From an optimization exercise on the open Yosys and OpenROAD flow, aimed at small area, a short achievable clock period and few clock cycles; shortcuts taken in it are not production practice.
Where RTL was checked, it was by simulation tests only, not by an equivalence proof against the original.

== job 102 ==
==> flow/design.v <==
module JAM (
	input				CLK,
	input				RST,
	output	reg	[2:0]	W,
	output	reg	[2:0]	J,
	input		[6:0]	Cost,
	output	reg	[3:0]	MatchCount,
	output	reg	[9:0]	MinCost,
	output				Valid
);
localparam	S_A		= 4'd0;		 
localparam	S_SEL	= 4'd2;		 
localparam	S_C		= 4'd3;		 
localparam	S_D		= 4'd4;		 
localparam	S_AUG	= 4'd5;		 
localparam	S_B1	= 4'd7;		 
localparam	S_B2	= 4'd8;		 
localparam	S_CNT	= 4'd9;		 
localparam	S_DONE	= 4'd10;
localparam	S_UW	= 4'd6;		 
localparam	O_NONE	= 3'd0;
localparam	O_A		= 3'd1;
localparam	O_D		= 3'd3;
localparam	O_B1	= 3'd4;
localparam	O_B2	= 3'd5;
reg			rst_q;
reg			valid_r;
assign Valid = valid_r & ~rst_q;
reg [3:0]	state;
reg [6:0]	nv   [0:7];		 
reg [7:0]	dst  [0:7];		 
reg [2:0]	pred [0:7];		 
reg [2:0]	p    [0:7];		 
reg [7:0]	mcol;			 
reg [7:0]	sc;				 
reg [8:0]	delta;			 
reg [7:0]	ur;				 
reg [7:0]	bv;				 
reg [2:0]	bj;				 
reg [2:0]	jc;				 
reg [2:0]	I;				 
reg			first;
reg			mp;				 
reg			sc_old;			 
reg [2:0]	op2;
reg [6:0]	c2;				 
reg [2:0]	j2;				 
reg [2:0]	w2;				 
reg			f2;				 
reg [8:0]	q2;				 
wire [6:0]	nvp = q2[6:0];
reg [7:0]	dstp;			 
reg [2:0]	predp;			 
function [3:0] next_free;
	input [7:0] b;
	input [3:0] a;
	integer k;
	begin
		next_free = 4'd8;
		for (k = 7; k >= 0; k = k - 1)
			if (!b[k] && (a[3] || k > a)) next_free = k;
	end
endfunction
function [2:0] col_of;
	input [2:0] r;
	input [23:0] pp;
	integer k;
	begin
		col_of = 3'd0;
		for (k = 0; k < 8; k = k + 1)
			if (pp[3*k +: 3] == r) col_of = k;
	end
endfunction
wire [23:0]	p_flat = {p[7], p[6], p[5], p[4], p[3], p[2], p[1], p[0]};
wire [8:0]	nd    = q2 + c2;
wire		upd   = nd < {1'b0, dstp};
wire [7:0]	dn    = upd ? nd[7:0] : dstp;
wire		take  = f2 || (upd ? nd < {1'b0, bv} : dstp < bv);
wire [7:0]	d_a   = c2 + nvp;
wire [7:0]	tc    = d_a;
wire		tight = tc == ur;
wire [7:0]	onehot2 = 8'd1 << j2;
wire		take_a = j2 == 3'd0 || d_a < bv;
wire		take_f = (op2 == O_A) ? take_a : (op2 == O_D) && take;
wire [7:0]	onehotbj = 8'd1 << bj;
wire [6:0]	nvJ   = nv[J];
wire [7:0]	dstJ  = dst[J];
wire [6:0]	nv_upJ = ((state == S_A || ((state == S_B1 || state == S_B2) && W == 3'd0)) && sc[J]) ? nvJ + delta[6:0] - dstJ[6:0] : nvJ;
wire [6:0]	nv_iss = (state == S_A && I == 3'd0) ? 7'd0 : nv_upJ;
wire [8:0]	dq    = first ? delta - {2'b00, q2[6:0]} - {2'b00, c2} : delta;
wire [3:0]	n_sc  = next_free(sc, {1'b0, J});
wire [3:0]	n_mc  = next_free(mcol, {1'b0, J});
wire [3:0]	n_sc0 = next_free(sc, 4'd8);
wire [7:0]	onehotJ = 8'd1 << J;
wire [7:0]	trow  = dst[I];
wire [3:0]	n_cnt = next_free(~trow | sc, first ? 4'd8 : {1'b0, bj});
wire [2:0]	jbk   = pred[I - 3'd1];
wire [7:0]	sc_bk = sc & ~(8'd1 << jbk);
wire [3:0]	n_par = next_free(~dst[I - 3'd1] | sc_bk, {1'b0, jbk});
wire [7:0]	fr    = ~sc;
reg  [7:0]	f_lo, f_hi;
integer q;
always @(*) begin
	for (q = 0; q < 8; q = q + 1) begin
		f_lo[q] = fr[q] && ((fr & ((8'd1 << q) - 8'd1)) == 8'd0);
		f_hi[q] = fr[q] && ((fr & ~((8'd2 << q) - 8'd1)) == 8'd0);
	end
end
wire [7:0]	f_mid = fr & ~f_lo & ~f_hi;
wire [7:0]	t5    = dst[5];
wire [7:0]	t6    = dst[6];
wire [7:0]	t7    = dst[7];
wire [2:0]	ra    = {|(t5 & f_hi), |(t5 & f_mid), |(t5 & f_lo)};
wire [2:0]	rb    = {|(t6 & f_hi), |(t6 & f_mid), |(t6 & f_lo)};
wire [2:0]	rc    = {|(t7 & f_hi), |(t7 & f_mid), |(t7 & f_lo)};
wire [2:0]	c5    = {2'b00, ra[0] & rb[1] & rc[2]} + {2'b00, ra[0] & rb[2] & rc[1]}
					+ {2'b00, ra[1] & rb[0] & rc[2]} + {2'b00, ra[1] & rb[2] & rc[0]}
					+ {2'b00, ra[2] & rb[0] & rc[1]} + {2'b00, ra[2] & rb[1] & rc[0]};
always @(posedge CLK) rst_q <= RST;
always @(posedge CLK) begin
	if (rst_q) begin
		state		<= S_A;
		op2			<= O_NONE;
		I			<= 3'd0;
		W			<= 3'd0;
		J			<= 3'd0;
		mcol		<= 8'd0;
		sc			<= 8'd0;
		MinCost		<= 10'd0;
		MatchCount	<= 4'd0;
		valid_r		<= 1'b0;
	end else begin
		c2	<= Cost;
		q2	<= (state == S_D) ? dq + {2'b00, nvJ} : {2'b00, nv_iss};
		dstp	<= dstJ;
		predp	<= pred[J];
		j2	<= J;
		w2	<= W;
		case (op2)
		O_A: begin
			nv[j2]	<= nvp;
			dst[j2]	<= d_a;
			pred[j2]	<= j2;
			sc[j2]	<= 1'b0;
			if (take_a) begin
				bv	<= d_a;
				bj	<= j2;
			end
		end
		O_D: begin
			dst[j2]	<= dn;
			pred[j2]	<= upd ? jc : predp;
			if (take) begin
				bv	<= dn;
				bj	<= j2;
			end
		end
		O_B1: begin
			nv[j2]	<= nvp;
			ur		<= tc;
			MinCost	<= MinCost + c2;
			bv		<= onehot2;
		end
		O_B2: begin
			nv[j2]	<= nvp;
			if (tight) bv[j2] <= 1'b1;
			if (f2) dst[w2] <= bv | (tight ? onehot2 : 8'd0);
		end
		default: ;
		endcase
		op2	<= O_NONE;
		f2	<= 1'b0;
		case (state)
		S_A: begin
			op2		<= O_A;
			J		<= J + 3'd1;
			if (J == 3'd7) state <= S_SEL;
		end
		S_SEL: begin
			mp		<= take_f;
			sc_old	<= sc[bj];
			delta	<= {1'b0, bv};
			J		<= bj;
			jc		<= bj;
			sc		<= (sc & ~((op2 == O_A) ? onehot2 : 8'd0)) | onehotbj;
			if (mcol[bj]) W <= p[bj];
			state	<= mcol[bj] ? S_C : S_AUG;
		end
		S_C: begin
			if (mp) begin
				sc[jc]	<= sc_old;
				state	<= S_SEL;
			end else begin
				J		<= n_sc0[2:0];
				first	<= 1'b1;
				state	<= S_D;
			end
		end
		S_D: begin
			op2		<= O_D;
			f2		<= first;
			first	<= 1'b0;
			delta	<= dq;
			if (!n_sc[3]) J <= n_sc[2:0];
			else state <= S_SEL;
		end
		S_AUG: begin
			if (mp) begin
				sc[jc]	<= sc_old;
				state	<= S_SEL;
			end else if (pred[J] == J) begin
				mcol[J]	<= 1'b1;
				p[J]	<= I;
				J		<= 3'd0;
				if (I == 3'd7) begin
					W		<= 3'd0;
					state	<= S_UW;
				end else begin
					I		<= I + 3'd1;
					W		<= I + 3'd1;
					state	<= S_A;
				end
			end else begin
				mcol[J]	<= 1'b1;
				p[J]	<= p[pred[J]];
				J		<= pred[J];
			end
		end
		S_UW: begin
			J		<= col_of(W, p_flat);
			state	<= S_B1;
		end
		S_B1: begin
			op2		<= O_B1;
			mcol	<= onehotJ;
			J		<= next_free(onehotJ, 4'd8);
			state	<= S_B2;
		end
		S_B2: begin
			op2		<= O_B2;
			if (!n_mc[3]) begin
				J		<= n_mc[2:0];
			end else begin
				f2		<= 1'b1;
				if (W == 3'd7) begin
					sc		<= 8'd0;
					I		<= 3'd0;
					first	<= 1'b1;
					state	<= S_CNT;
				end else begin
					W		<= W + 3'd1;
					J		<= col_of(W + 3'd1, p_flat);
					state	<= (W == 3'd0) ? S_UW : S_B1;
				end
			end
		end
		S_CNT: begin
			if (I == 3'd5) MatchCount <= MatchCount + {1'b0, c5};
			if (I != 3'd5 && !n_cnt[3]) begin
				pred[I]	<= n_cnt[2:0];
				sc[n_cnt[2:0]]	<= 1'b1;
				I		<= I + 3'd1;
				first	<= 1'b1;
			end else if (I == 3'd0) begin
				state	<= S_DONE;
			end else if (!n_par[3]) begin
				pred[I - 3'd1]	<= n_par[2:0];
				sc		<= sc_bk | (8'd1 << n_par[2:0]);
				first	<= 1'b1;
			end else begin
				I		<= I - 3'd1;
				sc		<= sc_bk;
				bj		<= jbk;
				first	<= 1'b0;
			end
		end
		default: begin
			valid_r	<= 1'b1;
		end
		endcase
	end
end
endmodule
clock: 10.0 ns
lec_check: 0
abc_area: 1
cap_margin: 20
core_margin: 2
core_utilization: 40
setup_slack_margin: 5
slew_margin: 20
standard.sh (not shown) runs the stock make flow with config.mk's settings and CLKGATE_MAP_FILE= SYNTH_SCRIPT=/design/flow/synth_recipe.tcl, a recipe that flattens the netlist after the stock synthesis.
==> flow/flow/run.sh <==
#!/bin/bash
set -euo pipefail
sed 's/SETUP_SLACK_MARGIN=[0-9.]*/SETUP_SLACK_MARGIN=6/' standard.sh > standard_margin.sh
grep -q 'SETUP_SLACK_MARGIN=6' standard_margin.sh
bash standard_margin.sh > flow_make.log 2>&1
Testbench counts of job 102, summed over its fixed seeds: cycles 11,912.
Edits applied to the flow inputs when going from job 102 to job 103:
--- a/flow/design.v
+++ b/flow/design.v
@@ -5,9 +5,9 @@
 	output	reg	[2:0]	J,
 	input		[6:0]	Cost,
 	output	reg	[3:0]	MatchCount,
 	output	reg	[9:0]	MinCost,
-	output				Valid
+	output	reg			Valid
 );
 localparam	S_A		= 4'd0;		 
 localparam	S_SEL	= 4'd2;		 
 localparam	S_C		= 4'd3;		 
@@ -22,11 +22,8 @@
 localparam	O_A		= 3'd1;
 localparam	O_D		= 3'd3;
 localparam	O_B1	= 3'd4;
 localparam	O_B2	= 3'd5;
-reg			rst_q;
-reg			valid_r;
-assign Valid = valid_r & ~rst_q;
 reg [3:0]	state;
 reg [6:0]	nv   [0:7];		 
 reg [7:0]	dst  [0:7];		 
 reg [2:0]	pred [0:7];		 
@@ -39,10 +36,8 @@
 reg [2:0]	bj;				 
 reg [2:0]	jc;				 
 reg [2:0]	I;				 
 reg			first;
-reg			mp;				 
-reg			sc_old;			 
 reg [2:0]	op2;
 reg [6:0]	c2;				 
 reg [2:0]	j2;				 
 reg [2:0]	w2;				 
@@ -81,14 +76,19 @@
 wire		tight = tc == ur;
 wire [7:0]	onehot2 = 8'd1 << j2;
 wire		take_a = j2 == 3'd0 || d_a < bv;
 wire		take_f = (op2 == O_A) ? take_a : (op2 == O_D) && take;
+wire [7:0]	val_f  = (op2 == O_A) ? d_a : (upd ? nd[7:0] : dstp);
+wire [7:0]	bv_f   = take_f ? val_f : bv;
+wire [2:0]	bj_f   = take_f ? j2 : bj;
 wire [7:0]	onehotbj = 8'd1 << bj;
+wire		mc_f   = take_f ? mcol[j2] : mcol[bj];
+wire [2:0]	p_f    = take_f ? p[j2] : p[bj];
 wire [6:0]	nvJ   = nv[J];
 wire [7:0]	dstJ  = dst[J];
 wire [6:0]	nv_upJ = ((state == S_A || ((state == S_B1 || state == S_B2) && W == 3'd0)) && sc[J]) ? nvJ + delta[6:0] - dstJ[6:0] : nvJ;
 wire [6:0]	nv_iss = (state == S_A && I == 3'd0) ? 7'd0 : nv_upJ;
-wire [8:0]	dq    = first ? delta - {2'b00, q2[6:0]} - {2'b00, c2} : delta;
+wire [8:0]	dq    = first ? delta - {2'b00, q2[6:0]} : delta;
 wire [3:0]	n_sc  = next_free(sc, {1'b0, J});
 wire [3:0]	n_mc  = next_free(mcol, {1'b0, J});
 wire [3:0]	n_sc0 = next_free(sc, 4'd8);
 wire [7:0]	onehotJ = 8'd1 << J;
@@ -115,11 +115,10 @@
 wire [2:0]	rc    = {|(t7 & f_hi), |(t7 & f_mid), |(t7 & f_lo)};
 wire [2:0]	c5    = {2'b00, ra[0] & rb[1] & rc[2]} + {2'b00, ra[0] & rb[2] & rc[1]}
 					+ {2'b00, ra[1] & rb[0] & rc[2]} + {2'b00, ra[1] & rb[2] & rc[0]}
 					+ {2'b00, ra[2] & rb[0] & rc[1]} + {2'b00, ra[2] & rb[1] & rc[0]};
-always @(posedge CLK) rst_q <= RST;
 always @(posedge CLK) begin
-	if (rst_q) begin
+	if (RST) begin
 		state		<= S_A;
 		op2			<= O_NONE;
 		I			<= 3'd0;
 		W			<= 3'd0;
@@ -127,9 +126,9 @@
 		mcol		<= 8'd0;
 		sc			<= 8'd0;
 		MinCost		<= 10'd0;
 		MatchCount	<= 4'd0;
-		valid_r		<= 1'b0;
+		Valid		<= 1'b0;
 	end else begin
 		c2	<= Cost;
 		q2	<= (state == S_D) ? dq + {2'b00, nvJ} : {2'b00, nv_iss};
 		dstp	<= dstJ;
@@ -176,26 +175,20 @@
 			J		<= J + 3'd1;
 			if (J == 3'd7) state <= S_SEL;
 		end
 		S_SEL: begin
-			mp		<= take_f;
-			sc_old	<= sc[bj];
-			delta	<= {1'b0, bv};
-			J		<= bj;
-			jc		<= bj;
-			sc		<= (sc & ~((op2 == O_A) ? onehot2 : 8'd0)) | onehotbj;
-			if (mcol[bj]) W <= p[bj];
-			state	<= mcol[bj] ? S_C : S_AUG;
+			delta	<= {1'b0, bv_f};
+			J		<= bj_f;
+			jc		<= bj_f;
+			sc		<= (sc & ~((op2 == O_A) ? onehot2 : 8'd0)) | (take_f ? onehot2 : onehotbj);
+			if (mc_f) W <= p_f;
+			state	<= mc_f ? S_C : S_AUG;
 		end
 		S_C: begin
-			if (mp) begin
-				sc[jc]	<= sc_old;
-				state	<= S_SEL;
-			end else begin
-				J		<= n_sc0[2:0];
-				first	<= 1'b1;
-				state	<= S_D;
-			end
+			delta	<= delta - {2'b00, Cost};
+			J		<= n_sc0[2:0];
+			first	<= 1'b1;
+			state	<= S_D;
 		end
 		S_D: begin
 			op2		<= O_D;
 			f2		<= first;
@@ -204,13 +197,10 @@
 			if (!n_sc[3]) J <= n_sc[2:0];
 			else state <= S_SEL;
 		end
 		S_AUG: begin
-			if (mp) begin
-				sc[jc]	<= sc_old;
-				state	<= S_SEL;
-			end else if (pred[J] == J) begin
-				mcol[J]	<= 1'b1;
+			mcol[J]	<= 1'b1;
+			if (pred[J] == J) begin
 				p[J]	<= I;
 				J		<= 3'd0;
 				if (I == 3'd7) begin
 					W		<= 3'd0;
@@ -220,9 +210,8 @@
 					W		<= I + 3'd1;
 					state	<= S_A;
 				end
 			end else begin
-				mcol[J]	<= 1'b1;
 				p[J]	<= p[pred[J]];
 				J		<= pred[J];
 			end
 		end
@@ -274,9 +263,9 @@
 				first	<= 1'b0;
 			end
 		end
 		default: begin
-			valid_r	<= 1'b1;
+			Valid	<= 1'b1;
 		end
 		endcase
 	end
 end
==> comparison <==
- Floorplan check, job 103 vs job 102: die outline smaller in job 103
- Sort job 103 and job 102 by worst hold margin asc -> top: job 103
- Delta (job 103 minus job 102): wire length of the first global-routing pass down 0.99%, setup slack after layout down 0.21 ns.
- Met1 demand-to-capacity share in global routing (higher): job 102
- In job 103, largest net degree at the start of global routing is higher than in job 102.
No functional check of the RTL was part of job 103.

## static timing again, ports no longer ideal
No port has a modelled driver above. Below, the same layouts with a new extraction and two added sets of constraints.
Step 1, drivers: a clkbuf_16 drives CLK and a buf_2 each remaining input, both assumed.
Step 2, shift: input delay + t, output delay - t, t = (earliest + latest rising clock arrival at the registers) / 2. This alone moves slack from input paths to output paths.
a / b / c = ideal / step 1 / step 2; a / b = the first two.
| run | t, ns | slack for setup (ns) | cell pins on the clock port's net |
|---|---|---|---|
| job 102 | 0.613 | 6.061 / 6.006 / 6.078 | 1 |
| job 103 | 0.614 | 5.855 / 5.855 / 5.412 | 1 |
After both steps setup and hold are still met in every run listed. For job 103, which loses most, drivers alone change the setup slack by 0.000 ns; drivers and shift together by -0.443 ns.
